Source: an optimization exercise on an open RTL-to-GDS flow (aim: small area, a short achievable clock period and few clock cycles). Production flows keep margins and buffers that such runs may drop.
Where RTL was checked, it was by simulation tests only, not by an equivalence proof against the original.
Function not checked in runs 1 to 5: the RTL went through the layout flow alone.
Power figures rest on the tool's default switching activity, not on a simulated workload.

==> flow/design.v <==
module Div (
    input wire clk,
    input wire reset_total,
    input wire reset_local,
    input wire [31:0] dividend_in,
    input wire [31:0] divisor_in,
    output reg zero_division_flag,
    output wire [31:0] remainder_out,
    output wire [31:0] quotient_out,
    output wire done
);
    function [6:0] lzc32;
        input [31:0] x;
        reg [15:0] v1; reg [15:0] c1;
        reg [7:0]  v2; reg [15:0] c2;
        reg [3:0]  v3; reg [11:0] c3;
        reg [1:0]  v4; reg [7:0]  c4;
        reg        v5; reg [4:0]  c5;
        integer k;
        begin
            for (k = 0; k < 16; k = k + 1) begin
                v1[k] = x[31-2*k] | x[30-2*k];
                c1[k] = ~x[31-2*k];
            end
            for (k = 0; k < 8; k = k + 1) begin
                v2[k] = v1[2*k] | v1[2*k+1];
                c2[2*k+:2] = v1[2*k] ? {1'b0, c1[2*k]} : {1'b1, c1[2*k+1]};
            end
            for (k = 0; k < 4; k = k + 1) begin
                v3[k] = v2[2*k] | v2[2*k+1];
                c3[3*k+:3] = v2[2*k] ? {1'b0, c2[4*k+:2]} : {1'b1, c2[4*k+2+:2]};
            end
            for (k = 0; k < 2; k = k + 1) begin
                v4[k] = v3[2*k] | v3[2*k+1];
                c4[4*k+:4] = v3[2*k] ? {1'b0, c3[6*k+:3]} : {1'b1, c3[6*k+3+:3]};
            end
            v5 = v4[0] | v4[1];
            c5 = v4[0] ? {1'b0, c4[3:0]} : {1'b1, c4[7:4]};
            lzc32 = {v5, ~v5, c5 & {5{v5}}};    
        end
    endfunction
    wire        sa = dividend_in[31];
    wire        sb = divisor_in[31];
    wire        ca = sa & ~&(dividend_in[31:1] | ~dividend_in[30:0]);
    wire [6:0]  la = lzc32(sa ? {~dividend_in[30:0], 1'b1} : dividend_in);
    wire [6:0]  lb = lzc32(divisor_in ^ {32{sb}});
    wire [4:0]  lb5 = lb[4:0] | {5{lb[5]}};
    wire        bz = ~sb & ~lb[6];
    wire [6:0]  cmp = {1'b0, la[5:0]} + {2'b11, ~lb5} + {6'd0, ca};
    wire        trivial = ~cmp[6];
    reg  [31:0] r;       
    reg  [31:0] q;       
    reg  [32:0] d;       
    reg  [4:0]  za;      
    reg  [4:0]  zb;      
    reg         zc;      
    reg         run;     
    reg         p2;      
    reg         fix;     
    reg         sr;      
    reg         sq;      
    wire [32:0] rx = {r[31], r};
    wire        ci = ~sq;
    wire [32:0] t = rx + d + {32'd0, ci};
    wire [32:0] hs = rx ^ d;
    wire        tz = &(hs ~^ {rx[31:0] | d[31:0], ci});
    wire        ge = sr ? (t[32] | tz) : ~t[32];
    wire [4:0]  s = zb + ~za + {4'd0, ~zc};
    reg  [32:0] d_sh;
    integer i;
    always @* begin
        d_sh = d;
        for (i = 0; i < 5; i = i + 1)
            if (s[i]) d_sh = (d_sh << (1 << i)) | (~({33{1'b1}} << (1 << i)) & {33{~sq}});
    end
    wire        start = reset_local & ~reset_total;
    wire        go = ~trivial & ~bz;
    wire        take = run & ge & (~p2 | sq) & ~fix;
    always @(posedge clk) begin
        if (reset_local)
            r <= dividend_in & {32{~bz}};
        else if (take)
            r <= t[31:0];
        if (reset_local)
            d <= {sb, divisor_in} ^ {33{~(sa ^ sb)}};
        else if (p2)
            d <= d_sh;
        else
            d <= {d[32], d[32:1]};
        if (reset_total) begin
            run <= 1'b0;
            p2 <= 1'b0;
            fix <= 1'b0;
        end else if (reset_local) begin
            run <= go;
            p2 <= go;
            fix <= 1'b0;
            za <= la[4:0];
            zb <= lb5;
            zc <= ca;
            q <= 32'd0;
            sr <= sa;
            sq <= sa ^ sb;
            zero_division_flag <= bz;
        end else if (p2) begin
            p2 <= 1'b0;
            za <= s;
            if (!ge & !sq) run <= 1'b0;
            fix <= ~ge & sq;
            q <= {32{sq}};
        end else if (fix) begin
            fix <= 1'b0;
            run <= 1'b0;
            q <= 32'd0;
        end else if (run) begin
            q <= {q[30:0], ge ^ sq};
            za <= za - 5'd1;
            if (za == 5'd0) run <= 1'b0;
        end
    end
    assign done = ~run;
    assign quotient_out  = q;
    assign remainder_out = r;
endmodule
==> flow/flow/run.sh <==
#!/bin/bash
# Standard layout (the standard.sh) with these changes:
# - adders keep Yosys's default carry-lookahead mapping instead of the
#   Kogge-Stone extra map, and are not turned into half/full adder cells, so
#   ABC maps them;
# - the port buffers are the smallest buffer cell (repair_timing upsizes the
#   ones on critical paths).
set -euo pipefail
export ADDER_MAP_FILE=
export SYNTH_OPERATIONS_ARGS=-nordff
export BUFFER_PORTS_ARGS="-buffer_cell sky130_fd_sc_hd__buf_1"
bash standard.sh > flow_make.log 2>&1
==> flow/standard.sh <==
#!/bin/bash
# synth_recipe.tcl (not shown) runs the flow's synth.tcl, then flattens the netlist and writes it again
# the make line also repeats each setting of config.mk as NAME=value (left out here)
make -C /OpenROAD-flow-scripts/flow DESIGN_CONFIG=/design/flow/config.mk WORK_HOME=/design/flow/orfs CLKGATE_MAP_FILE= SYNTH_SCRIPT=/design/flow/synth_recipe.tcl "${@:-finish}"
==> flow/config.mk <==
export PLATFORM = sky130hd
export DESIGN_NAME = Div
export DESIGN_NICKNAME = Div
export VERILOG_FILES = /design/flow/design.v
export SDC_FILE = /design/flow/constraint.sdc
export NUM_CORES = 4
export LEC_CHECK = 0
export ABC_AREA = 1
export CAP_MARGIN = 20
export CORE_MARGIN = 2
export CORE_UTILIZATION = 65
export SETUP_SLACK_MARGIN = 3.2
export SLEW_MARGIN = 20
==> flow/constraint.sdc <==
create_clock -name core_clock -period 6.0 [get_ports {clk}]
set_input_delay 1.2000 -clock core_clock [delete_from_list [all_inputs] [get_ports {clk}]]
set_output_delay 1.2000 -clock core_clock [all_outputs]
set_load 0.01 [all_outputs]
==> results.sh, run 1 <==
export IMPL_maxSlewHeadroom_pct=41.9
export IMPL_drtPass1Iterations=9
export IMPL_seqPwrFrac_pct=27.6
export IMPL_rr_endpoint="d[13]"
export IMPL_period_needed_ns=2.97
export IMPL_max_clock_path_buffers=2
export IMPL_critPathRequiredTime_ns=6.27
export IMPL_power_leakage_nw=6.00
export IMPL_drt_antenna_violating_nets=0
export IMPL_hold_depth=2
export IMPL_cts_root_buf="clkbuf_16"
export IMPL_p_comb_share_pct=47.1
export IMPL_cts_sink_count=114
export IMPL_grt_overflow_total=0
export IMPL_drive_above_1_share_pct=14.6
export IMPL_dp_hpwl_um=25000
export IMPL_cts_tree="yes"
export IMPL_cap_violations=0
export IMPL_vdd_drop_max_mv=0.238
export IMPL_switching_share_pct=45.7
export IMPL_synth_ff_type="edfxtp_1"
export IMPL_slew_viol_final=0
export IMPL_multi_input_area_mm2=0.00672
export IMPL_totalWireLength_um=37600
export IMPL_critPathCaptureType="flop"
export IMPL_yosys_warnings=1
export IMPL_synth_seq_cells=114
export IMPL_netlist_instances=1679
export IMPL_finalNetCount=1905
export IMPL_rows=46
export IMPL_critPathKind="in2reg"
export IMPL_syn_num_nets=1746
export IMPL_tns_ns=0
export IMPL_clkLatencyLatePin_ns=0.43
export IMPL_cp_arrival_ns=3.24
export IMPL_outcome="complete, no violations"
export IMPL_yosys_top_cells_area="nand2_1, edfxtp_1, dfxtp_1, o21ai_0, inv_1"
export IMPL_ys_seq_area_share_pct=29.8
export IMPL_ioPinCount=133
export IMPL_avgViaCountPerCell=6.08
export IMPL_fp_coreArea_mm2=0.0157
export IMPL_synth_area_mm2=0.0104
export IMPL_synthToLayoutAreaGrowth_pct=22.3
export IMPL_dpl_cell_area_mm2=0.0109
export IMPL_syn_avg_cell_area_um2=6.17
export IMPL_p_int_mw=2.21
export IMPL_p_sw_mw=1.87
export IMPL_seqCellArea_mm2=0.00309
export IMPL_worstRegToRegCells=13
export IMPL_insertedDiodeCount=0
export IMPL_drt_initial_drc_count=1824
export IMPL_antenna_found_initial=0
export IMPL_grt_pass1_wl_um=53400
export IMPL_synth_top_cell_area_share_pct=23.5
export IMPL_die_y_um=130
export IMPL_clock_power_share_pct=25.3
export IMPL_wl_per_cell_um=18.2
export IMPL_place_port_buffers=132
export IMPL_synth_edff_count=80
export IMPL_num_fill_cells=1192
export IMPL_reg2reg_from="za[0]"
export IMPL_final_area_mm2=0.0127
export IMPL_fmax_mhz=337
export IMPL_whs_endpoint="q[23]"
export IMPL_die_area_mm2=0.0170
export IMPL_reg2reg_slack_ns=3.28
export IMPL_clock_skew_ns=0.0106
export IMPL_postCtsHoldBufs=0
export IMPL_grt_usage_pct=40.9
export IMPL_die_w_um=130
export IMPL_cts_made_buffers=17
export IMPL_start_kind="primary input"
export IMPL_yosysUniqueCellTypes=58
export IMPL_initial_core_util_pct=65.9
export IMPL_worstMarginPinSlew_ns=0.868
export IMPL_clk_pin_slew_ns=0.06
export IMPL_synth_top_cell_by_area="nand2_1"
export IMPL_period_share_pct=49.5
export IMPL_min_delay_start="q[22]"
export IMPL_rsz0062_at_grt="true"
export IMPL_hp_class="reg2reg"
export IMPL_worstPathMaxFanout=6
export IMPL_place_congestion=1.02
export IMPL_setup_violations=0
export IMPL_power_density_mw_per_mm2=322
export IMPL_ys_async_sr_fraction_pct=0
export IMPL_num_vias=12600
export IMPL_hold_viol_final=0
export IMPL_htree_num_levels=4
export IMPL_grt_pass1_vias=10700
export IMPL_grt_start_max_net_pins=50
export IMPL_post_route_drc_count=0
routing by layer:
metal	GRT usage (%)	routed length, um
met3	7.91	5040
met5	0	0
met4	25.2	2600
met1	53.4	13500
met2	62.9	16400
registers in the layout (all words and copies together) (netlist names):
signal              flops
d                      33
fix                     1
p2                      1
q                      32
r                      32
run                     1
sq                      1
sr                      1
za                      5
zb                      5
zc                      1
zero_division_flag      1
worst max-delay path by stage:
stage / slack, ns / start / end / cells past startpoint
floorplan: 3.09 / divisor_in[31] / r[16] / 13
global placement: 1.94 / dividend_in[31] / d[23] / 7
detailed placement: 1.81 / dividend_in[31] / run / 20
CTS: 3.00 / reset_local / zb[3] / 4
global route: 2.96 / divisor_in[29] / run / 19
finish: 3.03 / divisor_in[29] / run / 19
worst max-delay path, stage by stage:
cell      delay, ns
clkbuf_2       0.24
nand2_2        0.09
inv_2          0.06
nand2_2        0.06
a21oi_2        0.20
nand3_2        0.13
nor2_4         0.23
buf_4          0.14
nor2_1         0.04
nand2_1        0.11
nand2_2        0.08
nand2_1        0.07
nand2_1        0.05
nand2_1        0.07
nand2_1        0.05
nand2_1        0.08
nand2_2        0.09
a21oi_2        0.15
a21oi_1        0.08
final cells by class:
cell class	instances	share of cell area (%)
sequential	114	24.4
multi-input combinational	1325	53.1
timing repair inverter	1	0.0593
tap	216	2.14
inverter	180	5.70
timing repair buffer	199	9.96
clock buffer	17	3.36
clock inverter	15	1.27
cell usage after synthesis, types with 4 or more instances:
cell / n
nand2_1: 647
inv_1: 172
nor2_1: 142
o21ai_0: 134
nand3_1: 96
edfxtp_1: 80
a21oi_1: 39
dfxtp_1: 34
o211ai_1: 33
o21ai_1: 33
or2_2: 30
clkbuf_1: 27
buf_2: 22
o22ai_1: 21
xor2_1: 21
xnor2_1: 17
nand2_2: 11
nor3_1: 10
buf_4: 8
o21a_1: 8
a21boi_0: 7
mux2i_1: 7
nand4_1: 7
a31oi_1: 6
buf_6: 6
inv_2: 6
nor2_4: 5
nand3b_1: 4
metrics by stage:
step | setup WS, ns | utilization, % | power (mW) | hold WS (ns) | std cells
4_1_cts | 3.00 | 75.0 | 3.83 | 0.540 | 2017
3_3_place_gp | 1.94 | 69.1 | 2.75 | 0.517 | 1971
6_report | 3.03 | 80.6 | 4.08 | 0.541 | 2067
2_1_floorplan | 3.09 | - | 2.36 | 0.468 | 1679
5_1_grt | 2.96 | 80.6 | 4.29 | 0.559 | 2067
3_5_place_dp | 1.81 | 69.1 | 2.77 | 0.526 | 1971
cells in the final DEF (no fill, tap or decap), drive strengths merged:
master / count
nand2: 665
inv: 188
buf: 186
o21ai: 169
nor2: 150
nand3: 98
edfxtp: 80
a21oi: 43
or2: 34
dfxtp: 34
o211ai: 33
clkbuf: 30
o22ai: 23
xor2: 22
xnor2: 20
nor3: 10
o21a: 8
a21boi: 8
mux2i: 7
nand4: 7
a31oi: 6
clkinvlp: 6
nand3b: 5
o221ai: 3
nor4: 2
a22oi: 2
o311ai: 1
o31ai: 1
a211oi: 1
o211a: 1
o2111ai: 1
a32o: 1
and3: 1
o32ai: 1
o21bai: 1
a221o: 1
bufinv: 1
clkinv: 1
power groups by stage:
stage | Combinational (mW) | Sequential (mW) | Clock [mW]
2_1_floorplan | 1.25 | 1.11 | 0
3_3_place_gp | 1.62 | 1.13 | 0
3_5_place_dp | 1.64 | 1.13 | 0
4_1_cts | 1.69 | 1.11 | 1.02
5_1_grt | 2.10 | 1.13 | 1.05
6_report | 1.92 | 1.13 | 1.03
timing repair:
action	CTS	global route
pin swaps	8	30
buffers inserted	9	41
cloned	5	9
resized for setup	41	123
endpoints found under the setup margin	148	179
cell families after synthesis:
| family | Yosys count | share of synthesized area (%) |
|---|---|---|
| and+or+nand+nor | 968 | 38.7 |
| AOI/OAI and AO/OA | 303 | 17.0 |
| buffers and inverters | 246 | 10.1 |
| DFF | 114 | 29.8 |
| xor gates and xnor gates | 41 | 3.79 |
| muxes | 7 | 0.677 |
==> run 2: changes to the inputs <==
--- a/flow/design.v
+++ b/flow/design.v
@@ -43,9 +43,9 @@
     wire        sb = divisor_in[31];
-    wire        ca = sa & ~&(dividend_in[31:1] | ~dividend_in[30:0]);
-    wire [6:0]  la = lzc32(sa ? {~dividend_in[30:0], 1'b1} : dividend_in);
-    wire [6:0]  lb = lzc32(divisor_in ^ {32{sb}});
+    wire        pw = sa & &(dividend_in[31:1] | ~dividend_in[30:0]);
+    wire [6:0]  la = lzc32({1'b0, dividend_in[31:1] ^ dividend_in[30:0]});
+    wire [6:0]  lb = lzc32({1'b0, divisor_in[31:1] ^ divisor_in[30:0]});
     wire [4:0]  lb5 = lb[4:0] | {5{lb[5]}};
     wire        bz = ~sb & ~lb[6];
-    wire [6:0]  cmp = {1'b0, la[5:0]} + {2'b11, ~lb5} + {6'd0, ca};
-    wire        trivial = ~cmp[6];
+    wire        trivial = (la[5:0] > {1'b0, lb5}) & ~pw;
+    wire [4:0]  za0 = la[4:0] - {4'd0, pw};    
     reg  [31:0] r;       
@@ -55,6 +55,4 @@
     reg  [4:0]  zb;      
-    reg         zc;      
     reg         run;     
     reg         p2;      
-    reg         fix;     
     reg         sr;      
@@ -67,3 +65,3 @@
     wire        ge = sr ? (t[32] | tz) : ~t[32];
-    wire [4:0]  s = zb + ~za + {4'd0, ~zc};
+    wire [4:0]  s = zb - za;
     reg  [32:0] d_sh;
@@ -77,3 +75,3 @@
     wire        go = ~trivial & ~bz;
-    wire        take = run & ge & (~p2 | sq) & ~fix;
+    wire        take = run & ge & (~p2 | sq);
     always @(posedge clk) begin
@@ -92,3 +90,2 @@
             p2 <= 1'b0;
-            fix <= 1'b0;
         end else if (reset_local) begin
@@ -96,6 +93,4 @@
             p2 <= go;
-            fix <= 1'b0;
-            za <= la[4:0];
+            za <= za0;
             zb <= lb5;
-            zc <= ca;
             q <= 32'd0;
@@ -107,9 +102,4 @@
             za <= s;
-            if (!ge & !sq) run <= 1'b0;
-            fix <= ~ge & sq;
-            q <= {32{sq}};
-        end else if (fix) begin
-            fix <= 1'b0;
-            run <= 1'b0;
-            q <= 32'd0;
+            if (!ge) run <= 1'b0;
+            q <= {32{sq & ge}};
         end else if (run) begin
--- a/flow/config.mk
+++ b/flow/config.mk
@@ -10,3 +10,5 @@
 export CORE_MARGIN = 2
-export CORE_UTILIZATION = 65
+export CORE_UTILIZATION = 75
+export CTS_BUF_LIST = sky130_fd_sc_hd__clkbuf_4 sky130_fd_sc_hd__clkbuf_8
+export CTS_CLUSTER_SIZE = 12
 export SETUP_SLACK_MARGIN = 3.2
==> results.sh, run 2 <==
export IMPL_outcome="stopped before the end"
export IMPL_haltStage="global routing"
export IMPL_error="[ERROR GRT-0232] Routing congestion too high. Check the congestion heatmap in the GUI."
export IMPL_ys_seq_area_share_pct=29.3
export IMPL_synth_seq_cells=112
export IMPL_yosysUniqueCellTypes=54
export IMPL_yosys_warnings=1
export IMPL_ioPinCount=133
export IMPL_cts_sink_count=112
export IMPL_synthSimpleGateAreaFrac_pct=39.0
export IMPL_ys_async_sr_fraction_pct=0
export IMPL_htree_num_levels=3
export IMPL_max_clock_path_buffers=2
export IMPL_synth_top_cell_by_area="edfxtp_1"
export IMPL_synth_fa_ha_area_share_pct=0
export IMPL_cts_root_buf="clkbuf_8"
export IMPL_synth_edff_count=79
export IMPL_synth_compound_area_share_pct=16.6
export IMPL_synth_commonest_cells="nand2_1, inv_1, o21ai_0"
export IMPL_grt_overflow_total=10
export IMPL_die_y_um=121
export IMPL_worst_endpoint_kind="register input"
export IMPL_synthMuxAreaShare_pct=0.678
export IMPL_dp_hpwl_um=25700
export IMPL_netlist_instances=1670
export IMPL_synth_area_mm2=0.0103
export IMPL_syn_num_nets=1737
export IMPL_synth_most_common_cell="nand2_1"
export IMPL_grt_start_max_net_pins=56
export IMPL_yosys_top_cells_area="edfxtp_1, nand2_1, o21ai_0, inv_1, dfxtp_1"
export IMPL_initial_core_util_pct=77.4
export IMPL_syn_avg_cell_area_um2=6.19
export IMPL_grt_worst_endpoint="za[3]$_DFFE_PP_/D"
export IMPL_synth_top_cell_area_share_pct=23.0
export IMPL_die_w_um=121
export IMPL_synth_xor_area_share_pct=4.15
export IMPL_cts_made_buffers=9
export IMPL_rows=42
export IMPL_place_congestion=1.04
export IMPL_grt_usage_pct=77.2
export IMPL_dp_cells=1923
export IMPL_place_port_buffers=132
export IMPL_synth_ff_type="edfxtp_1"
export IMPL_synth_top_family_by_area="simple AND/OR/NAND/NOR gates"
[run 2: cell count changes after synthesis, sizes merged, moves of 7 or more]
| cell | change |
|---|---|
| a21boi | -7 |
| buf | -8 |
| inv | +15 |
| nand2 | -50 |
| nand3 | +16 |
| nand4 | +10 |
| o21ai | +8 |
[run 2: cells by family after synthesis]
group	after synthesis
multiplexers	7
XOR/XNOR	46
AO/OA/AOI/OAI	299
flip-flops	112
AND/OR/NAND/NOR	951
buffers and inverters	255
[run 2: routing by layer]
metal / GRT overflow / global-route usage, %
met5: 0 / 35.7
met4: 5 / 68.0
met3: 0 / 66.3
met2: 4 / 92.1
met1: 1 / 78.8
[run 2: worst min-delay path by stage]
stage,from,to,cells after the start
CTS,q[15],q[16],2
detailed placement,q[1],q[2],2
global placement,q[14],q[15],2
floorplan,d[17],d[16],2
[run 2: power by group through the flow]
stage               clock network [mW]  logic [mW]  registers (mW)
CTS                              0.498        1.68            1.10
detailed placement                   0        1.61            1.12
global placement                     0        1.56            1.12
floorplan                            0        1.23            1.09
[run 2: stage by stage]
step | cell area, um^2 | worst slack (ns) | util, % | hold slack, ns
2_1_floorplan | 10400 | 3.10 | - | 0.491
3_3_place_gp | 10800 | 2.60 | 81.0 | 0.527
3_5_place_dp | 10800 | 2.42 | 81.0 | 0.540
4_1_cts | 11400 | 3.18 | 85.2 | 0.559
[run 2: repair_timing]
action,in CTS
gates resized for setup,69
buffers inserted,17
pin swaps,18
endpoints found under the setup margin,137
cloned,4
hold buffers,0
==> run 3: changes to the inputs <==
--- a/flow/config.mk
+++ b/flow/config.mk
@@ -10,5 +10,3 @@
 export CORE_MARGIN = 2
-export CORE_UTILIZATION = 75
-export CTS_BUF_LIST = sky130_fd_sc_hd__clkbuf_4 sky130_fd_sc_hd__clkbuf_8
-export CTS_CLUSTER_SIZE = 12
+export CORE_UTILIZATION = 65
 export SETUP_SLACK_MARGIN = 3.2
==> results.sh, run 3 <==
export IMPL_place_congestion=1.01
export IMPL_yosys_warnings=1
export IMPL_max_clock_path_buffers=2
export IMPL_layout_commonest_cell="nand2_1"
export IMPL_largest_register="d"
export IMPL_period_needed_ns=2.88
export IMPL_cp_top_family="simple AND/OR/NAND/NOR gates"
export IMPL_synth_area_mm2=0.0103
export IMPL_multi_input_area_mm2=0.00683
export IMPL_postLayoutCoreUtil_pct=77.5
export IMPL_num_vias=12400
export IMPL_vdd_drop_max_mv=0.171
export IMPL_synth_commonest_cells="nand2_1, inv_1, o21ai_0"
export IMPL_slew_viol_final=0
export IMPL_rsz0062_at_grt="true"
export IMPL_slowest_delay_ns=0.25
export IMPL_period_share_pct=48.1
export IMPL_die_area_mm2=0.0169
export IMPL_ys_async_sr_fraction_pct=0
export IMPL_yosys_top_cells_area="edfxtp_1, nand2_1, o21ai_0, inv_1, dfxtp_1"
export IMPL_dp_hpwl_um=26000
export IMPL_cp_arrival_ns=3.01
export IMPL_crit_chain="buf_8, or2_4, a21oi_4, nand2_2, nor2_4, inv_2, nor2_4, nand2_4, nand3_4, inv_2, nor2_2, nand2_2, xnor2_2, nand2_1, nand3_1"
export IMPL_mostFrequentLayoutCells="nand2_1, inv_1, o21ai_0, nor2_1, nand3_1"
export IMPL_synth_most_common_cell="nand2_1"
export IMPL_avgViaCountPerCell=6.15
export IMPL_clkLatencyLatePin_ns=0.38
export IMPL_hp_class="reg2reg"
export IMPL_timing_critical_path_buf_inv=3
export IMPL_die_w_um=130
export IMPL_drive_above_1_share_pct=16.9
export IMPL_worstPathMaxFanout=5
export IMPL_die_y_um=130
export IMPL_setup_violations=0
export IMPL_rows=46
export IMPL_cts_sink_count=112
export IMPL_largestRegisters="d x33, q x32, r x32"
export IMPL_drt_antenna_violating_nets=0
export IMPL_finalNetCount=1871
export IMPL_critPathKind="in2reg"
export IMPL_netlist_instances=1670
export IMPL_synthToLayoutAreaGrowth_pct=17.8
export IMPL_drt_initial_drc_count=1727
export IMPL_clk_pin_slew_ns=0.10
export IMPL_syn_num_nets=1737
export IMPL_drtPass1Iterations=8
export IMPL_maxSlewHeadroom_pct=44.6
export IMPL_fmax_mhz=347
export IMPL_num_fill_cells=1240
export IMPL_synth_edff_count=79
export IMPL_antenna_found_initial=0
export IMPL_post_route_drc_count=0
export IMPL_power_density_mw_per_mm2=297
export IMPL_tns_ns=0
export IMPL_wl_per_cell_um=18.6
export IMPL_yosysUniqueCellTypes=54
export IMPL_grt_usage_pct=42.1
export IMPL_dpl_cell_area_mm2=0.0109
export IMPL_grt_overflow_total=0
export IMPL_fp_coreArea_mm2=0.0157
export IMPL_cts_tree="yes"
export IMPL_totalWireLength_um=37700
export IMPL_worstMarginPinSlew_ns=0.830
export IMPL_power_mw=3.61
export IMPL_cts_made_buffers=9
export IMPL_slowest_stage="or2_4"
export IMPL_critPathRequiredTime_ns=6.12
export IMPL_power_leakage_nw=5.69
export IMPL_seqCellArea_mm2=0.00304
export IMPL_insertedDiodeCount=0
export IMPL_syn_avg_cell_area_um2=6.19
export IMPL_cap_violations=0
export IMPL_grt_pass1_wl_um=54800
export IMPL_grt_pass1_vias=10800
export IMPL_hold_viol_final=0
export IMPL_synth_seq_cells=112
export IMPL_synth_ff_type="edfxtp_1"
export IMPL_place_port_buffers=132
export IMPL_ioPinCount=133
export IMPL_preCtsSetupSlack_ns=2.40
export IMPL_start_kind="primary input"
export IMPL_synth_top_cell_by_area="edfxtp_1"
export IMPL_htree_num_levels=3
export IMPL_ys_seq_area_share_pct=29.3
export IMPL_synth_top_cell_area_share_pct=23.0
export IMPL_grt_start_max_net_pins=56
export IMPL_final_area_mm2=0.0122
export IMPL_fin_ws_ns=3.12
export IMPL_cts_root_buf="clkbuf_16"
export IMPL_critPathCaptureType="flop"
export IMPL_outcome="complete, no violations"
export IMPL_largest_reg_flops=33
export IMPL_initial_core_util_pct=65.8
export IMPL_clock_skew_ns=0.0187
run 3: cell counts after synthesis:
No cell type changed its count.
run 3: path summary, 6_finish.rpt:
path / slack (ns) / endpoint / cells after the start / startpoint
min: 0.57 / q[13] / 2 / q[12]
max reg2reg: 3.14 / d[7] / 13 / za[0]
max: 3.12 / za[4] / 15 / dividend_in[27]
min reg2reg: 0.57 / q[13] / 2 / q[12]
run 3: metrics by stage:
step / hold slack [ns] / cells
2_1_floorplan: 0.491 / 1670
3_3_place_gp: 0.525 / 1964
3_5_place_dp: 0.535 / 1964
4_1_cts: 0.559 / 2006
5_1_grt: 0.586 / 2025
6_report: 0.566 / 2025
run 3: cell type report:
type,count,area share [%]
multi-input combinational,1311,56.1
tap,216,2.22
inverter,194,6.26
timing repair buffer,173,7.70
timing repair inverter,3,0.185
sequential,112,24.9
clock buffer,9,1.85
clock inverter,7,0.771
run 3: kinds of logic (layout without fill, tap and decap cells):
| group | after synthesis | count (layout) | share of synthesized area [%] |
|---|---|---|---|
| AOI/OAI and AO/OA | 299 | 300 | 16.6 |
| and+or+nand+nor | 951 | 957 | 39.0 |
| buffers and inverters | 255 | 386 | 10.2 |
| muxes | 7 | 7 | 0.678 |
| DFF | 112 | 112 | 29.3 |
| xor gates and xnor gates | 46 | 47 | 4.15 |
run 3: timing repair:
item	in CTS	in global routing
hold buffers	0	0
pin swaps	24	34
resized for setup	83	147
endpoints found under the setup margin	132	142
gates cloned	6	5
buffers inserted	20	12
run 3: routing by layer:
metal / GRT usage (%) / vias up / routed length [um]
met5: 0 / - / 0
met4: 24.4 / 0 / 2270
met3: 7.26 / 180 / 4790
met2: 67.2 / 941 / 16900
met1: 54.0 / 5574 / 13700
li1: - / 5749 / -
run 3: tightest hold or removal path: cells and delay by family (launching register included):
kind / cells / cell delay [ns]
DFF: 1 / 0.36
and+or+nand+nor: 2 / 0.10
run 3: power by group:
group	total (mW)	switching (mW)	internal [mW]	leakage (nW)
Sequential	1.12	0.146	0.973	1.05
Clock	0.665	0.357	0.308	0.154
Combinational	1.83	1.25	0.577	4.48
==> run 4: changes to the inputs <==
--- a/flow/config.mk
+++ b/flow/config.mk
@@ -10,3 +10,3 @@
 export CORE_MARGIN = 2
-export CORE_UTILIZATION = 65
+export CORE_UTILIZATION = 60
 export SETUP_SLACK_MARGIN = 3.2
==> results.sh, run 4 <==
export IMPL_cap_violations=0
export IMPL_clk_pin_slew_ns=0.09
export IMPL_ys_async_sr_fraction_pct=0
export IMPL_yosys_warnings=1
export IMPL_maxSlewHeadroom_pct=37.2
export IMPL_critPathCaptureType="flop"
export IMPL_min_delay_start="q[10]"
export IMPL_slowest_stage="nor2_2"
export IMPL_synth_ff_type="edfxtp_1"
export IMPL_fmax_mhz=349
export IMPL_synth_most_common_cell="nand2_1"
export IMPL_initial_core_util_pct=61.9
export IMPL_synth_top_cell_area_share_pct=23.0
export IMPL_whs_ns=0.564
export IMPL_avgViaCountPerCell=5.89
export IMPL_syn_avg_cell_area_um2=6.19
export IMPL_place_port_buffers=132
export IMPL_reg2reg_slack_ns=3.24
export IMPL_clkLatencyLatePin_ns=0.37
export IMPL_largest_reg_flops=33
export IMPL_period_share_pct=47.8
export IMPL_synth_edff_count=79
export IMPL_yosysUniqueCellTypes=54
export IMPL_synthToLayoutAreaGrowth_pct=17.7
export IMPL_drt_antenna_violating_nets=0
export IMPL_startpoint="dividend_in[9]"
export IMPL_drive_above_1_share_pct=16.0
export IMPL_synth_commonest_cells="nand2_1, inv_1, o21ai_0"
export IMPL_totalWireLength_um=36700
export IMPL_fp_coreArea_mm2=0.0167
export IMPL_syn_num_nets=1737
export IMPL_die_area_mm2=0.0183
export IMPL_worstRegToRegCells=14
export IMPL_cts_root_buf="clkbuf_16"
export IMPL_critPathRequiredTime_ns=6.12
export IMPL_cp_arrival_ns=2.99
export IMPL_ioPinCount=133
export IMPL_final_area_mm2=0.0122
export IMPL_critPathKind="in2reg"
export IMPL_synth_area_mm2=0.0103
export IMPL_rr_endpoint="d[7]"
export IMPL_grt_overflow_total=0
export IMPL_grt_pass1_wl_um=55200
export IMPL_power_leakage_nw=5.68
export IMPL_crit_chain="clkbuf_2, inv_1, nand2_1, o21ai_1, nor2_2, nand2_2, nor2_4, nand2_1, inv_2, buf_4, nand2_4, inv_2, nor2_4, buf_4, nor2_1, nand2_1, xnor2_1, nand2_1, nand3_1"
export IMPL_place_congestion=1.02
export IMPL_reg2reg_from="zb[0]"
export IMPL_grt_start_max_net_pins=56
export IMPL_power_density_mw_per_mm2=296
export IMPL_largestRegisters="d x33, q x32, r x32"
export IMPL_drtPass1Iterations=6
export IMPL_die_w_um=135
export IMPL_synth_top_cell_by_area="edfxtp_1"
export IMPL_cts_made_buffers=9
export IMPL_dp_hpwl_um=26400
export IMPL_dpl_cell_area_mm2=0.0109
export IMPL_worstPathMaxFanout=4
export IMPL_htree_num_levels=3
export IMPL_mostFrequentLayoutCells="nand2_1, inv_1, o21ai_0, nor2_1, nand3_1"
export IMPL_hold_viol_final=0
export IMPL_antenna_found_initial=2
export IMPL_post_route_drc_count=0
export IMPL_finalNetCount=1868
export IMPL_cp_top_family="simple AND/OR/NAND/NOR gates"
export IMPL_cp_common_cell="nand2_1"
export IMPL_setup_violations=0
export IMPL_start_kind="primary input"
export IMPL_max_clock_path_buffers=2
export IMPL_postCtsHoldBufs=0
export IMPL_layout_commonest_cell="nand2_1"
export IMPL_die_y_um=135
export IMPL_outcome="complete, no violations"
export IMPL_slowest_delay_ns=0.15
export IMPL_rsz0062_at_grt="true"
export IMPL_wl_per_cell_um=18.1
export IMPL_hp_class="reg2reg"
export IMPL_largest_register="d"
export IMPL_worstMarginPinSlew_ns=0.939
export IMPL_cts_tree="yes"
export IMPL_ys_seq_area_share_pct=29.3
export IMPL_timing_critical_path_buf_inv=6
export IMPL_slew_viol_final=0
export IMPL_num_fill_cells=1487
export IMPL_tns_ns=0
export IMPL_period_needed_ns=2.87
export IMPL_vdd_drop_max_mv=0.257
export IMPL_grt_usage_pct=38.8
export IMPL_drt_initial_drc_count=1334
export IMPL_clock_skew_ns=0.0142
export IMPL_yosys_top_cells_area="edfxtp_1, nand2_1, o21ai_0, inv_1, dfxtp_1"
export IMPL_rows=47
export IMPL_grt_pass1_vias=10500
export IMPL_hold_depth=2
export IMPL_cts_sink_count=112
export IMPL_netlist_instances=1670
export IMPL_synth_seq_cells=112
export IMPL_num_vias=11900
export IMPL_whs_endpoint="q[11]"
## run 4: cell count changes in the layout (fill, tap and decap cells not counted), sizes merged
cell	previous run	this run
buf	152	148
clkbuf	30	33
clkinv	3	5
clkinvlp	2	0
diode	0	2
inv	199	197
a21oi	44	45
nand2	613	612
## run 4: logic make-up (layout without fill, tap and decap cells)
group | after synthesis | count (layout) | synth area share (%)
XOR/XNOR | 46 | 47 | 4.15
buffers and inverters | 255 | 383 | 10.2
AO/OA/AOI/OAI | 299 | 301 | 16.6
flip-flops | 112 | 112 | 29.3
other | 0 | 2 | 0
multiplexers | 7 | 7 | 0.678
AND/OR/NAND/NOR | 951 | 956 | 39.0
## run 4: worst max path at each step
| stage | endpoint | slack (ns) | cells after the start |
|---|---|---|---|
| final | za[4] | 3.13 | 19 |
| after global routing | za[4] | 3.02 | 17 |
| after CTS | d[7] | 3.12 | 14 |
| after detailed placement | za[2] | 2.49 | 14 |
| after global placement | za[2] | 2.52 | 14 |
| after floorplan | za[3] | 3.10 | 13 |
## run 4: area by class of cell
cell class                 instances  area [um^2]  area share (%)
sequential                       112         3040            25.0
timing repair buffer             172          915            7.52
antenna                            2         5.00          0.0412
tap                              220          275            2.26
clock buffer                       9          225            1.85
inverter                         194          768            6.32
timing repair inverter             1         6.26          0.0514
clock inverter                     7         96.3           0.792
multi-input combinational       1311         6830            56.2
## run 4: through the flow
step	total power [mW]	utilization [%]	instances	setup WS (ns)
after floorplan	2.32	-	1670	3.10
after global placement	2.72	65.1	1967	2.52
after detailed placement	2.75	65.3	1968	2.49
after CTS	3.45	69.7	2008	3.12
after global routing	3.82	72.8	2026	3.02
final	3.60	72.8	2028	3.13
## run 4: power by group
group	leakage, nW	total (mW)	internal [mW]	switching [mW]
Combinational	4.48	1.82	0.581	1.24
Clock	0.156	0.652	0.307	0.345
Sequential	1.05	1.12	0.973	0.146
Total	5.68	3.60	1.86	1.73
## run 4: layer usage
metal | global-route usage [%] | up-vias | wire [um]
li1 | - | 5741 | -
met1 | 53.0 | 5388 | 14200
met2 | 62.3 | 699 | 16800
met3 | 7.52 | 110 | 4270
met4 | 12.3 | 0 | 1380
met5 | 0 | - | 0
## run 4: repair_timing
action / 4_1_cts / 5_1_grt
gates resized for setup: 69 / 149
setup buffers: 19 / 14
pin swaps: 23 / 40
cloned: 5 / 4
endpoints found under the setup margin: 167 / 155
hold endpoints to repair: 0 / 0
## run 4: worst register-to-register path, delay by kind of cell (launching register included)
kind | cells | cell delay, ns
AOI/OAI and AO/OA | 4 | 0.71
buffers and inverters | 2 | 0.32
and+or+nand+nor | 8 | 1.23
DFF | 1 | 0.37
==> run 5: changes to the inputs <==
--- a/flow/design.v
+++ b/flow/design.v
@@ -49,3 +49,2 @@
     wire        trivial = (la[5:0] > {1'b0, lb5}) & ~pw;
-    wire [4:0]  za0 = la[4:0] - {4'd0, pw};    
     reg  [31:0] r;       
@@ -55,2 +54,3 @@
     reg  [4:0]  zb;      
+    reg         zc;      
     reg         run;     
@@ -60,8 +60,6 @@
     wire [32:0] rx = {r[31], r};
-    wire        ci = ~sq;
-    wire [32:0] t = rx + d + {32'd0, ci};
-    wire [32:0] hs = rx ^ d;
-    wire        tz = &(hs ~^ {rx[31:0] | d[31:0], ci});
+    wire [32:0] t = rx + d + 33'd1;
+    wire        tz = &(rx ^ d);
     wire        ge = sr ? (t[32] | tz) : ~t[32];
-    wire [4:0]  s = zb - za;
+    wire [4:0]  s = zb + ~za + {3'd0, zc, ~zc};
     reg  [32:0] d_sh;
@@ -71,3 +69,3 @@
         for (i = 0; i < 5; i = i + 1)
-            if (s[i]) d_sh = (d_sh << (1 << i)) | (~({33{1'b1}} << (1 << i)) & {33{~sq}});
+            if (s[i]) d_sh = (d_sh << (1 << i)) | ~({33{1'b1}} << (1 << i));
     end
@@ -82,3 +80,3 @@
         if (reset_local)
-            d <= {sb, divisor_in} ^ {33{~(sa ^ sb)}};
+            d <= (sa ^ sb) ? {sb, divisor_in} - 33'd1 : ~{sb, divisor_in};
         else if (p2)
@@ -93,4 +91,5 @@
             p2 <= go;
-            za <= za0;
+            za <= la[4:0];
             zb <= lb5;
+            zc <= pw;
             q <= 32'd0;
--- a/flow/config.mk
+++ b/flow/config.mk
@@ -11,2 +11,4 @@
 export CORE_UTILIZATION = 60
+export CTS_BUF_LIST = sky130_fd_sc_hd__clkbuf_4 sky130_fd_sc_hd__clkbuf_8
+export CTS_CLUSTER_SIZE = 20
 export SETUP_SLACK_MARGIN = 3.2
==> results.sh, run 5 <==
export IMPL_grt_usage_pct=36.6
export IMPL_syn_num_nets=1703
export IMPL_cts_sink_count=113
export IMPL_largestRegisters="d x33, q x32, r x32"
export IMPL_num_fill_cells=1458
export IMPL_fp_coreArea_mm2=0.0165
export IMPL_synth_seq_cells=113
export IMPL_power_leakage_nw=5.77
export IMPL_largest_register="d"
export IMPL_die_area_mm2=0.0179
export IMPL_vdd_drop_max_mv=0.205
export IMPL_critPathKind="in2reg"
export IMPL_slew_viol_final=0
export IMPL_totalWireLength_um=34300
export IMPL_hp_class="reg2reg"
export IMPL_num_vias=11600
export IMPL_whs_ns=0.551
export IMPL_synth_commonest_cells="nand2_1, nor2_1, inv_1"
export IMPL_layout_commonest_cell="nand2_1"
export IMPL_largest_reg_flops=33
export IMPL_use_met3_pct=8.96
export IMPL_finalNetCount=1856
export IMPL_maxSlewHeadroom_pct=28.2
export IMPL_critPathRequiredTime_ns=6.23
export IMPL_worstRegToRegCells=12
export IMPL_yosys_warnings=1
export IMPL_drt_initial_drc_count=1254
export IMPL_cts_root_buf="clkbuf_8"
export IMPL_hold_depth=1
export IMPL_start_kind="primary input"
export IMPL_clkLatencyLatePin_ns=0.47
export IMPL_outcome="complete, no violations"
export IMPL_ys_async_sr_fraction_pct=0
export IMPL_cp_arrival_ns=3.12
export IMPL_fmax_mhz=346
export IMPL_die_w_um=134
export IMPL_mostFrequentLayoutCells="nand2_1, inv_1, nor2_1, o21ai_0, buf_1"
export IMPL_synth_most_common_cell="nand2_1"
export IMPL_yosys_top_cells_area="edfxtp_1, nand2_1, o21ai_0, nor2_1, dfxtp_1"
export IMPL_htree_num_levels=4
export IMPL_synth_top_cell_by_area="edfxtp_1"
export IMPL_multi_input_area_mm2=0.00656
export IMPL_place_congestion=0.960
export IMPL_place_port_buffers=132
export IMPL_grt_overflow_total=0
export IMPL_seqCellArea_mm2=0.00308
export IMPL_worstPathMaxFanout=6
export IMPL_initial_core_util_pct=61.2
export IMPL_grt_pass1_vias=9909
export IMPL_netlist_instances=1636
export IMPL_cts_tree="yes"
export IMPL_tns_ns=0
export IMPL_die_y_um=134
export IMPL_synth_top_cell_area_share_pct=23.8
export IMPL_drtPass1Iterations=6
export IMPL_worstMarginPinSlew_ns=1.07
export IMPL_setup_violations=0
export IMPL_rsz0062_at_grt="true"
export IMPL_rows=47
export IMPL_drive_above_1_share_pct=15.2
export IMPL_critPathCaptureType="flop"
export IMPL_synth_edff_count=80
export IMPL_post_route_drc_count=0
export IMPL_avgViaCountPerCell=5.74
export IMPL_clk_pin_slew_ns=0.08
export IMPL_postCtsHoldBufs=0
export IMPL_drt_antenna_violating_nets=0
export IMPL_clock_skew_ns=0.0162
export IMPL_busiest_layer="met2"
export IMPL_synthToLayoutAreaGrowth_pct=19.4
export IMPL_grt_pass1_wl_um=50700
export IMPL_cap_violations=0
export IMPL_use_met2_pct=57.4
export IMPL_synth_ff_type="edfxtp_1"
export IMPL_dp_hpwl_um=24200
export IMPL_period_share_pct=48.2
export IMPL_syn_avg_cell_area_um2=6.18
export IMPL_hold_viol_final=0
export IMPL_insertedDiodeCount=0
export IMPL_cts_made_buffers=17
export IMPL_wl_per_cell_um=17.0
export IMPL_use_met1_pct=48.9
export IMPL_antenna_found_initial=0
export IMPL_ioPinCount=133
export IMPL_grt_start_max_net_pins=57
export IMPL_ys_seq_area_share_pct=30.3
export IMPL_period_needed_ns=2.89
export IMPL_max_clock_path_buffers=2
export IMPL_yosysUniqueCellTypes=60
export IMPL_synth_area_mm2=0.0101
export IMPL_power_density_mw_per_mm2=320
## run 5: timing repair
action | in CTS | in global routing
gates resized for setup | 47 | 140
setup buffers | 13 | 27
setup endpoints to repair | 174 | 128
cloned | 6 | 7
pin swaps | 4 | 34
hold endpoints to repair | 0 | 0
## run 5: area by class of cell
class / count / share of cell area [%]
clock buffers: 17 / 1.94
repair inverters: 3 / 0.238
well taps: 220 / 2.28
repair buffers: 178 / 8.29
multi-input cells: 1289 / 54.3
clock inverters: 15 / 1.37
inverters: 187 / 6.06
flip-flops and latches: 113 / 25.5
## run 5: layer usage
layer,vias to the layer above,share of wire [%]
met4,0,3.8
met3,90,11
met5,-,0
li1,5666,-
met2,617,46
met1,5237,40
## run 5: stage by stage
stage	area, um^2	setup WS (ns)	power [mW]	util [%]	cells
after floorplan	10200	2.99	2.35	-	1636
final	12100	3.11	3.87	73.1	2022
after global routing	12100	2.99	4.10	73.1	2022
after detailed placement	10700	2.19	2.81	64.6	1937
after CTS	11400	3.20	3.61	69.0	1988
after global placement	10700	2.26	2.78	64.6	1937
## run 5: path summary, 6_finish.rpt
check                     start    end  slack, ns
setup / recovery  divisor_in[1]  r[23]       3.11
hold / removal               p2  d[31]       0.55
setup reg to reg             zc  d[31]       3.18
hold reg to reg              p2  d[31]       0.55
## run 5: where the power goes
group	leakage (nW)	internal (mW)	switching [mW]
registers	1.06	1.01	0.184
clock network	0.205	0.348	0.405
logic	4.51	0.657	1.26
total	5.77	2.01	1.85
## run 5: critical path, cell delays in order
cell and delay (ns):
buf_8 0.10, nor2_4 0.10, nand2_2 0.06, inv_2 0.07, nand3_4 0.08, nor2_4 0.10
inv_2 0.06, nor2_4 0.11, nand3_4 0.10, nor2_4 0.12, nand2_2 0.08, nor2_4 0.11
nand2_2 0.08, nor3_4 0.28, nor2_4 0.18, buf_6 0.19, nand2_2 0.05, o21ai_1 0.05
## run 5: kinds of logic after synthesis
group,share of synthesized area [%]
and+or+nand+nor,37.6
DFF,30.3
muxes,0.0990
AOI/OAI and AO/OA,18.7
buffers and inverters,9.94
xor gates and xnor gates,3.39
==> run 6: changes to the inputs <==
--- a/flow/design.v
+++ b/flow/design.v
@@ -43,8 +43,9 @@
     wire        sb = divisor_in[31];
-    wire        pw = sa & &(dividend_in[31:1] | ~dividend_in[30:0]);
-    wire [6:0]  la = lzc32({1'b0, dividend_in[31:1] ^ dividend_in[30:0]});
-    wire [6:0]  lb = lzc32({1'b0, divisor_in[31:1] ^ divisor_in[30:0]});
+    wire        ca = sa & ~&(dividend_in[31:1] | ~dividend_in[30:0]);
+    wire [6:0]  la = lzc32(sa ? {~dividend_in[30:0], 1'b1} : dividend_in);
+    wire [6:0]  lb = lzc32(divisor_in ^ {32{sb}});
     wire [4:0]  lb5 = lb[4:0] | {5{lb[5]}};
     wire        bz = ~sb & ~lb[6];
-    wire        trivial = (la[5:0] > {1'b0, lb5}) & ~pw;
+    wire [6:0]  cmp = {1'b0, la[5:0]} + {2'b11, ~lb5} + {6'd0, ca};
+    wire        trivial = ~cmp[6];
     reg  [31:0] r;       
@@ -63,3 +64,3 @@
     wire        ge = sr ? (t[32] | tz) : ~t[32];
-    wire [4:0]  s = zb + ~za + {3'd0, zc, ~zc};
+    wire [4:0]  s = zb + ~za + {4'd0, ~zc};
     reg  [32:0] d_sh;
@@ -93,3 +94,3 @@
             zb <= lb5;
-            zc <= pw;
+            zc <= ca;
             q <= 32'd0;
--- a/flow/config.mk
+++ b/flow/config.mk
@@ -10,3 +10,3 @@
 export CORE_MARGIN = 2
-export CORE_UTILIZATION = 60
+export CORE_UTILIZATION = 65
 export CTS_BUF_LIST = sky130_fd_sc_hd__clkbuf_4 sky130_fd_sc_hd__clkbuf_8
==> results.sh, run 6 <==
export IMPL_ioPinCount=133
export IMPL_clkLatencyLatePin_ns=0.46
export IMPL_critPathCaptureType="flop"
export IMPL_maxSlewHeadroom_pct=45.6
export IMPL_synthToLayoutAreaGrowth_pct=18.5
export IMPL_drtPass1Iterations=6
export IMPL_post_route_drc_count=0
export IMPL_synth_area_mm2=0.0100
export IMPL_clock_skew_ns=0.0138
export IMPL_grt_start_max_net_pins=54
export IMPL_initial_core_util_pct=66.3
export IMPL_dp_cells=1921
export IMPL_path_depth=7
export IMPL_slowest_stage="nor2_4"
export IMPL_max_clock_path_buffers=2
export IMPL_htree_num_levels=4
export IMPL_syn_avg_cell_area_um2=6.04
export IMPL_yosys_top_cells_area="edfxtp_1, nand2_1, o21ai_0, dfxtp_1, inv_1"
export IMPL_synth_edff_count=80
export IMPL_cp_arrival_ns=3.28
export IMPL_use_met3_pct=9.06
export IMPL_yosys_warnings=1
export IMPL_synth_ff_type="edfxtp_1"
export IMPL_grt_overflow_total=0
export IMPL_timing_critical_path_buf_inv=3
export IMPL_fin_ws_ns=3.09
export IMPL_ys_seq_area_share_pct=30.6
export IMPL_cts_root_buf="clkbuf_8"
export IMPL_period_needed_ns=2.91
export IMPL_hold_viol_final=0
export IMPL_die_y_um=128
export IMPL_yosysUniqueCellTypes=47
export IMPL_outcome="complete, no violations"
export IMPL_synth_top_cell_area_share_pct=24.0
export IMPL_clk_pin_slew_ns=0.08
export IMPL_totalWireLength_um=35300
export IMPL_grt_pass1_vias=9932
export IMPL_crit_chain="buf_1, buf_4, nor2_4, inv_1, nor2_1, o21ai_0, o211ai_1"
export IMPL_setup_violations=0
export IMPL_postCtsHoldBufs=0
export IMPL_layout_commonest_cell="nand2_1"
export IMPL_dp_hpwl_um=23900
export IMPL_worstPathMaxFanout=30
export IMPL_synth_most_common_cell="nand2_1"
export IMPL_cap_violations=0
export IMPL_finalNetCount=1870
export IMPL_critPathKind="in2reg"
export IMPL_preCtsSetupSlack_ns=1.79
export IMPL_power_leakage_nw=5.64
export IMPL_grt_usage_pct=40.0
export IMPL_use_met1_pct=54.3
export IMPL_ys_async_sr_fraction_pct=0
export IMPL_largestRegisters="d x33, q x32, r x32"
export IMPL_period_share_pct=48.5
export IMPL_largest_register="d"
export IMPL_grt_pass1_wl_um=50900
export IMPL_place_congestion=1.02
export IMPL_rsz0062_at_grt="true"
export IMPL_fp_coreArea_mm2=0.0151
export IMPL_syn_num_nets=1721
export IMPL_wl_per_cell_um=17.6
export IMPL_cts_made_buffers=17
export IMPL_synth_top_cell_by_area="edfxtp_1"
export IMPL_largest_reg_flops=33
export IMPL_worstMarginPinSlew_ns=0.808
export IMPL_fmax_mhz=344
export IMPL_drt_antenna_violating_nets=0
export IMPL_die_w_um=128
export IMPL_drt_initial_drc_count=1769
export IMPL_num_vias=12200
export IMPL_drive_above_1_share_pct=12.2
export IMPL_mostFrequentLayoutCells="nand2_1, inv_1, o21ai_0, nor2_1, buf_1"
export IMPL_synth_seq_cells=113
export IMPL_rows=45
export IMPL_place_port_buffers=132
export IMPL_netlist_instances=1654
export IMPL_hold_depth=2
export IMPL_antenna_found_initial=0
export IMPL_use_met2_pct=62.0
export IMPL_cts_tree="yes"
export IMPL_num_fill_cells=1199
export IMPL_insertedDiodeCount=0
export IMPL_cts_sink_count=113
export IMPL_cp_top_family="simple AND/OR/NAND/NOR gates"
export IMPL_power_density_mw_per_mm2=302
export IMPL_vdd_drop_max_mv=0.242
export IMPL_slew_viol_final=0
export IMPL_critPathRequiredTime_ns=6.37
export IMPL_start_kind="primary input"
export IMPL_worstRegToRegCells=13
export IMPL_synth_commonest_cells="nand2_1, inv_1, o21ai_0"
export IMPL_busiest_layer="met2"
export IMPL_slowest_delay_ns=0.51
export IMPL_fin_cells=2004
export IMPL_avgViaCountPerCell=6.07
export IMPL_tns_ns=0
export IMPL_die_area_mm2=0.0164
export IMPL_hp_class="reg2reg"
-- run 6: cell count changes in the layout (fill, tap and decap cells not counted), moves of 16 or more --
cell,delta
o21ai_0,+26
nand2_1,+29
nand3_1,+29
buf_1,+24
clkbuf_2,-16
o22ai_2,-16
-- run 6: per-stage QoR --
stage          cell area [um^2]  hold WS (ns)  util, %  total power [mW]
2_1_floorplan             10000         0.479        -              2.19
3_3_place_gp              10500         0.517     69.5              2.54
3_5_place_dp              10500         0.536     69.5              2.57
4_1_cts                   11100         0.541     73.8              3.35
5_1_grt                   11800         0.577     78.5              3.78
6_report                  11800         0.554     78.5              3.58
-- run 6: routing by layer --
layer	part of all wire, %	vias up
li1	-	5692
met1	38	5354
met2	43	936
met3	14	177
met4	5.4	0
met5	0	-
-- run 6: cell families (layout without fill, tap and decap cells) --
kind of cell / Yosys count / count (layout) / synth area share, %
flops: 113 / 113 / 30.6
buf+inv: 240 / 396 / 10.1
simple gates: 971 / 975 / 39.6
compound gates: 303 / 305 / 17.0
mux: 1 / 1 / 0.100
xor+xnor: 26 / 26 / 2.54
-- run 6: worst min-delay path, cell delays in order (launching register included) --
cell and delay [ns]:
edfxtp_1 0.35, nand2_1 0.05, nand2_1 0.05
-- run 6: cell type report --
type	instances	area (um^2)	share of cell area, %
Clock inverter	15	159	1.34
Timing Repair inverter	3	22.5	0.190
Clock buffer	17	234	1.97
Tap cell	188	235	1.99
Sequential cell	113	3070	25.9
Inverter	181	738	6.23
Timing Repair Buffer	180	1020	8.59
Multi-Input combinational cell	1307	6370	53.8
-- run 6: power by group --
part	switching [mW]	total (mW)	internal, mW	leakage [nW]
clock	0.371	0.742	0.372	0.193
combinational	1.13	1.68	0.554	4.39
sequential	0.158	1.15	0.996	1.06
total	1.66	3.58	1.92	5.64
-- run 6: path summary, 6_finish.rpt --
path               startpoint     to  slack (ns)
hold / removal          q[12]  q[13]        0.55
setup reg to reg        za[0]  d[16]        3.26
setup / recovery  reset_local  d[20]        3.09
hold reg to reg         q[12]  q[13]        0.55
-- run 6: repair_timing --
item	4_1_cts	5_1_grt
setup endpoints to repair	148	133
setup buffers	6	33
pin swaps	5	28
gates resized for setup	48	113
cloned	3	9
Testbench counts of run 6, summed over its fixed seeds: cycles 22,792.
==> run 7: changes to the inputs <==
--- a/flow/config.mk
+++ b/flow/config.mk
@@ -10,5 +10,3 @@
 export CORE_MARGIN = 2
-export CORE_UTILIZATION = 65
-export CTS_BUF_LIST = sky130_fd_sc_hd__clkbuf_4 sky130_fd_sc_hd__clkbuf_8
-export CTS_CLUSTER_SIZE = 20
+export CORE_UTILIZATION = 60
 export SETUP_SLACK_MARGIN = 3.2
==> results.sh, run 7 <==
export IMPL_outcome="complete, no violations"
export IMPL_hold_viol_final=0
export IMPL_multi_input_area_mm2=0.00638
export IMPL_synthToLayoutAreaGrowth_pct=21.0
export IMPL_drive_above_1_share_pct=12.5
export IMPL_dpl_cell_area_mm2=0.0105
export IMPL_post_route_drc_count=0
export IMPL_worstPathMaxFanout=7
export IMPL_grt_start_max_net_pins=51
export IMPL_period_share_pct=46.5
export IMPL_power_leakage_nw=5.73
export IMPL_cp_arrival_ns=3.12
export IMPL_whs_endpoint="q[12]"
export IMPL_cts_sink_count=113
export IMPL_start_kind="primary input"
export IMPL_clkLatencyLatePin_ns=0.44
export IMPL_power_density_mw_per_mm2=314
export IMPL_synth_top_cell_area_share_pct=24.0
export IMPL_largest_register="d"
export IMPL_place_congestion=0.970
export IMPL_place_port_buffers=132
export IMPL_fin_ws_ns=3.21
export IMPL_ioPinCount=133
export IMPL_synth_area_mm2=0.0100
export IMPL_grt_usage_pct=39.0
export IMPL_drtPass1Iterations=6
export IMPL_cts_root_buf="clkbuf_16"
export IMPL_reg2reg_from="za[0]"
export IMPL_die_w_um=133
export IMPL_die_area_mm2=0.0177
export IMPL_preCtsSetupSlack_ns=1.88
export IMPL_synth_seq_cells=113
export IMPL_syn_num_nets=1721
export IMPL_antenna_found_initial=0
export IMPL_num_vias=11900
export IMPL_synth_ff_type="edfxtp_1"
export IMPL_initial_core_util_pct=60.9
export IMPL_clk_pin_slew_ns=0.06
export IMPL_period_needed_ns=2.79
export IMPL_power_mw=3.79
export IMPL_fmax_mhz=358
export IMPL_cts_made_buffers=17
export IMPL_netlist_instances=1654
export IMPL_grt_overflow_total=0
export IMPL_seqCellArea_mm2=0.00307
export IMPL_max_clock_path_buffers=2
export IMPL_synth_most_common_cell="nand2_1"
export IMPL_worstMarginPinSlew_ns=0.869
export IMPL_insertedDiodeCount=0
export IMPL_num_fill_cells=1466
export IMPL_htree_num_levels=4
export IMPL_dp_hpwl_um=24500
export IMPL_slew_viol_final=0
export IMPL_fp_coreArea_mm2=0.0164
export IMPL_vdd_drop_max_mv=0.237
export IMPL_tns_ns=0
export IMPL_maxSlewHeadroom_pct=41.5
export IMPL_ys_async_sr_fraction_pct=0
export IMPL_avgViaCountPerCell=5.83
export IMPL_yosys_warnings=1
export IMPL_cts_tree="yes"
export IMPL_yosysUniqueCellTypes=47
export IMPL_syn_avg_cell_area_um2=6.04
export IMPL_cap_violations=0
export IMPL_grt_pass1_vias=10200
export IMPL_yosys_top_cells_area="edfxtp_1, nand2_1, o21ai_0, dfxtp_1, inv_1"
export IMPL_layout_commonest_cell="nand2_1"
export IMPL_synth_edff_count=80
export IMPL_drt_antenna_violating_nets=0
export IMPL_mostFrequentLayoutCells="nand2_1, inv_1, o21ai_0, nor2_1, buf_1"
export IMPL_critPathKind="in2reg"
export IMPL_synth_top_cell_by_area="edfxtp_1"
export IMPL_die_y_um=133
export IMPL_setup_violations=0
export IMPL_synth_commonest_cells="nand2_1, inv_1, o21ai_0"
export IMPL_finalNetCount=1871
export IMPL_grt_pass1_wl_um=53800
export IMPL_wl_per_cell_um=17.6
export IMPL_min_delay_start="q[11]"
export IMPL_reg2reg_slack_ns=3.26
export IMPL_postLayoutCoreUtil_pct=73.7
export IMPL_largest_reg_flops=33
export IMPL_totalWireLength_um=35800
export IMPL_rsz0062_at_grt="true"
export IMPL_ys_seq_area_share_pct=30.6
export IMPL_drt_initial_drc_count=1516
export IMPL_postCtsHoldBufs=0
export IMPL_critPathCaptureType="flop"
export IMPL_largestRegisters="d x33, q x32, r x32"
export IMPL_clock_skew_ns=0.0127
export IMPL_worstRegToRegCells=16
export IMPL_final_area_mm2=0.0121
export IMPL_critPathRequiredTime_ns=6.33
export IMPL_hold_depth=2
export IMPL_rr_endpoint="d[31]"
export IMPL_hp_class="reg2reg"
export IMPL_rows=47
run 7: area by class of cell:
| class | count | area share (%) |
|---|---|---|
| repair buffers | 182 | 8.83 |
| flip-flops and latches | 113 | 25.3 |
| multi-input cells | 1306 | 52.7 |
| repair inverters | 3 | 0.217 |
| inverters | 181 | 6.01 |
| clock inverters | 15 | 1.09 |
| clock buffers | 17 | 3.52 |
| well taps | 220 | 2.28 |
run 7: worst max path at each step:
stage	slack [ns]	cells past startpoint	startpoint	endpoint
floorplan	3.18	11	divisor_in[1]	r[1]
global placement	1.94	11	dividend_in[31]	d[26]
detailed placement	1.88	11	dividend_in[31]	d[26]
CTS	3.20	16	divisor_in[0]	run
global route	3.11	22	divisor_in[31]	run
finish	3.21	16	divisor_in[1]	run
run 7: stage by stage:
step	instances	hold slack, ns
floorplan	1654	0.479
CTS	2023	0.550
global route	2037	0.568
global placement	1953	0.526
detailed placement	1954	0.533
finish	2037	0.548
run 7: worst max-delay path: stages:
cell and delay [ns]:
buf_6 0.11, nor2_4 0.11, nand2_2 0.08, nor2_4 0.10
nand4_1 0.16, nor2_4 0.23, buf_6 0.13, nand3_4 0.10
nor3_4 0.30, nor2_4 0.16, inv_8 0.11, a211oi_1 0.05
nand2_1 0.11, nand3_1 0.07, nand2_1 0.06, inv_1 0.03
run 7: kinds of logic (layout without fill, tap and decap cells):
logic type,after synthesis,count (layout),share of synthesized area [%]
muxes,1,1,0.100
and+or+nand+nor,971,974,39.6
xor gates and xnor gates,26,26,2.54
buffers and inverters,240,398,10.1
DFF,113,113,30.6
AOI/OAI and AO/OA,303,305,17.0
run 7: metal layers:
metal / global-route usage (%) / wire length (um) / vias to the layer above
met3: 7.24 / 4170 / 107
met2: 59.4 / 15500 / 753
li1: - / - / 5706
met4: 16.5 / 1510 / 0
met5: 0 / 0 / -
met1: 54.5 / 14500 / 5307
run 7: power by group:
group / internal, mW / total [mW] / switching (mW)
sequential: 0.996 / 1.15 / 0.152
clock: 0.571 / 0.988 / 0.418
combinational: 0.539 / 1.66 / 1.12
run 7: timing repair:
action	4_1_cts	5_1_grt
pin swaps	16	25
setup buffers	30	9
gates cloned	7	5
gates resized for setup	64	109
endpoints found under the setup margin	150	126
==> run 8: changes to the inputs <==
--- a/flow/config.mk
+++ b/flow/config.mk
@@ -11,3 +11,5 @@
 export CORE_UTILIZATION = 60
-export SETUP_SLACK_MARGIN = 3.2
+export CTS_BUF_LIST = sky130_fd_sc_hd__clkbuf_4 sky130_fd_sc_hd__clkbuf_8
+export CTS_CLUSTER_SIZE = 20
+export SETUP_SLACK_MARGIN = 2.8
 export SLEW_MARGIN = 20
==> results.sh, run 8 <==
export IMPL_hold_depth=2
export IMPL_syn_avg_cell_area_um2=6.04
export IMPL_rr_endpoint="r[0]"
export IMPL_cts_tree="yes"
export IMPL_antenna_found_initial=0
export IMPL_cts_sink_count=113
export IMPL_synth_commonest_cells="nand2_1, inv_1, o21ai_0"
export IMPL_cp_arrival_ns=3.41
export IMPL_clock_power_share_pct=22.2
export IMPL_synth_seq_cells=113
export IMPL_period_share_pct=50.5
export IMPL_totalWireLength_um=32500
export IMPL_min_delay_start="q[21]"
export IMPL_drtPass1Iterations=7
export IMPL_slew_viol_final=0
export IMPL_critPathRequiredTime_ns=6.38
export IMPL_grt_usage_pct=36.8
export IMPL_place_congestion=1.01
export IMPL_grt_overflow_total=0
export IMPL_finalNetCount=1825
export IMPL_grt_pass1_wl_um=50700
export IMPL_layout_commonest_cell="nand2_1"
export IMPL_dp_cells=1955
export IMPL_hold_viol_final=0
export IMPL_seqPwrFrac_pct=34.1
export IMPL_period_needed_ns=3.03
export IMPL_insertedDiodeCount=0
export IMPL_clkLatencyLatePin_ns=0.47
export IMPL_synth_area_mm2=0.0100
export IMPL_synth_top_cell_area_share_pct=24.0
export IMPL_critPathKind="in2reg"
export IMPL_maxSlewHeadroom_pct=39.5
export IMPL_fp_coreArea_mm2=0.0164
export IMPL_ioPinCount=133
export IMPL_syn_num_nets=1721
export IMPL_p_sw_mw=1.58
export IMPL_yosysUniqueCellTypes=47
export IMPL_synth_top_cell_by_area="edfxtp_1"
export IMPL_reg2reg_slack_ns=3.03
export IMPL_grt_start_max_net_pins=53
export IMPL_largest_reg_flops=33
export IMPL_p_comb_share_pct=43.7
export IMPL_preCtsSetupSlack_ns=2.16
export IMPL_reg2reg_from="r[15]"
export IMPL_synth_most_common_cell="nand2_1"
export IMPL_drt_initial_drc_count=1137
export IMPL_drive_above_1_share_pct=5.99
export IMPL_fin_cells=1991
export IMPL_cap_violations=0
export IMPL_rsz0062_at_grt="true"
export IMPL_power_leakage_nw=5.31
export IMPL_avgViaCountPerCell=5.63
export IMPL_start_kind="primary input"
export IMPL_drt_antenna_violating_nets=0
export IMPL_ys_seq_area_share_pct=30.6
export IMPL_worstRegToRegCells=16
export IMPL_power_mw=3.39
export IMPL_synthToLayoutAreaGrowth_pct=10.4
export IMPL_synth_ff_type="edfxtp_1"
export IMPL_power_density_mw_per_mm2=307
export IMPL_yosys_warnings=1
export IMPL_place_port_buffers=132
export IMPL_grt_pass1_vias=9824
export IMPL_mostFrequentLayoutCells="nand2_1, inv_1, o21ai_0, nor2_1, buf_1"
export IMPL_setup_violations=0
export IMPL_largestRegisters="d x33, q x32, r x32"
export IMPL_dp_hpwl_um=24900
export IMPL_num_fill_cells=1594
export IMPL_ys_async_sr_fraction_pct=0
export IMPL_clock_skew_ns=0.0132
export IMPL_cts_root_buf="clkbuf_8"
export IMPL_switching_share_pct=46.6
export IMPL_num_vias=11200
export IMPL_fin_ws_ns=2.97
export IMPL_critPathCaptureType="flop"
export IMPL_tns_ns=0
export IMPL_die_y_um=133
export IMPL_vdd_drop_max_mv=0.207
export IMPL_yosys_top_cells_area="edfxtp_1, nand2_1, o21ai_0, dfxtp_1, inv_1"
export IMPL_synth_edff_count=80
export IMPL_postLayoutCoreUtil_pct=67.3
export IMPL_netlist_instances=1654
export IMPL_hp_class="reg2reg"
export IMPL_clk_pin_slew_ns=0.09
export IMPL_max_clock_path_buffers=2
export IMPL_post_route_drc_count=0
export IMPL_wl_per_cell_um=16.3
export IMPL_outcome="complete, no violations"
export IMPL_largest_register="d"
export IMPL_htree_num_levels=4
export IMPL_die_w_um=133
export IMPL_cts_made_buffers=17
export IMPL_p_int_mw=1.81
export IMPL_whs_endpoint="q[22]"
export IMPL_worstMarginPinSlew_ns=0.906
export IMPL_die_area_mm2=0.0177
export IMPL_fmax_mhz=330
export IMPL_rows=47
export IMPL_initial_core_util_pct=60.9
export IMPL_worstPathMaxFanout=18
[run 8: worst max-delay path by stage]
stage,startpoint,to,slack [ns]
after global placement,divisor_in[31],d[26],2.21
after floorplan,reset_local,q[0],3.03
after global routing,divisor_in[31],run,2.77
final,reset_local,d[20],2.97
after CTS,divisor_in[31],d[26],2.78
after detailed placement,divisor_in[31],d[26],2.16
[run 8: critical path, stage by stage]
cell,delay (ns)
buf_1,0.29
nor2_2,0.81
inv_1,0.46
nor2_1,0.32
o21ai_0,0.21
o211ai_1,0.12
[run 8: cell families after synthesis]
| kind of cell | synth area share [%] |
|---|---|
| muxes | 0.100 |
| DFF | 30.6 |
| xor gates and xnor gates | 2.54 |
| AOI/OAI and AO/OA | 17.0 |
| buffers and inverters | 10.1 |
| and+or+nand+nor | 39.6 |
[run 8: routing by layer]
| layer | GRT usage (%) | vias to the layer above | routed length (um) |
|---|---|---|---|
| met5 | 0 | - | 0 |
| met4 | 13.0 | 0 | 984 |
| met3 | 7.78 | 68 | 2980 |
| met2 | 56.9 | 520 | 14400 |
| met1 | 51.1 | 5033 | 14100 |
| li1 | - | 5590 | - |
[run 8: timing repair]
| item | 4_1_cts | 5_1_grt |
|---|---|---|
| hold buffers | 0 | 0 |
| endpoints found under the setup margin | 5 | 73 |
| resized for setup | 3 | 24 |
| pin swaps | 0 | 1 |
| setup buffers | 0 | 3 |
| gates cloned | 0 | 0 |
[run 8: power by group through the flow]
stage | registers, mW | clock network (mW) | logic (mW)
5_1_grt | 1.16 | 0.784 | 1.67
6_report | 1.15 | 0.753 | 1.48
3_3_place_gp | 1.16 | 0 | 1.40
2_1_floorplan | 1.13 | 0 | 1.06
3_5_place_dp | 1.16 | 0 | 1.42
4_1_cts | 1.14 | 0.749 | 1.43
[run 8: stage by stage]
stage	area (um^2)	hold slack (ns)
finish	11000	0.555
global route	11000	0.576
CTS	10900	0.560
detailed placement	10500	0.537
global placement	10500	0.524
floorplan	10000	0.479
[run 8: final cells by class]
class                   instances  area, um^2  share of cell area (%)
clock buffers                  17         234                    2.12
flip-flops and latches        113        3060                    27.7
multi-input cells            1301        5980                    54.1
well taps                     220         275                    2.49
inverters                     181         702                    6.36
repair buffers                144         619                    5.61
clock inverters                15         168                    1.52

-- port drivers added, routing unchanged --
No port has a modelled driver above. Below, the same layouts with a new extraction and two added sets of constraints.
Step 1: set_driving_cell puts a clkbuf_16 on clk and a buf_2 on each other input, an assumption about the parent block.
Step 2 times the ports against the registers' clock, not the clock port: input delays grow and output delays shrink by t, the midpoint of the rising clock arrivals with the driver on.
Slacks: ideal ports / drivers / drivers and shift; pairs: ideal ports / drivers.
run	t (ns)	slack for setup (ns)	hold WS [ns]	worst data-port slew with drivers (ns)
run 1	0.474	3.032 / 3.058 / 2.584	0.541 / 0.541 / 0.541	0.08
run 3	0.415	3.116 / 3.120 / 2.705	0.566 / 0.566 / 0.566	0.07
run 4	0.413	3.132 / 3.145 / 2.731	0.564 / 0.564 / 0.564	0.11
run 5	0.502	3.108 / 3.109 / 2.606	0.551 / 0.551 / 0.551	0.07
run 6	0.492	3.090 / 3.109 / 2.617	0.554 / 0.554 / 0.554	0.08
run 7	0.479	3.211 / 3.229 / 2.750	0.548 / 0.548 / 0.548	0.07
run 8	0.512	2.969 / 2.989 / 2.477	0.555 / 0.555 / 0.555	0.07
After both steps every run listed still meets setup and hold. The setup slack of run 5, which loses most, moves by +0.001 ns with the drivers and by -0.502 ns with both steps.
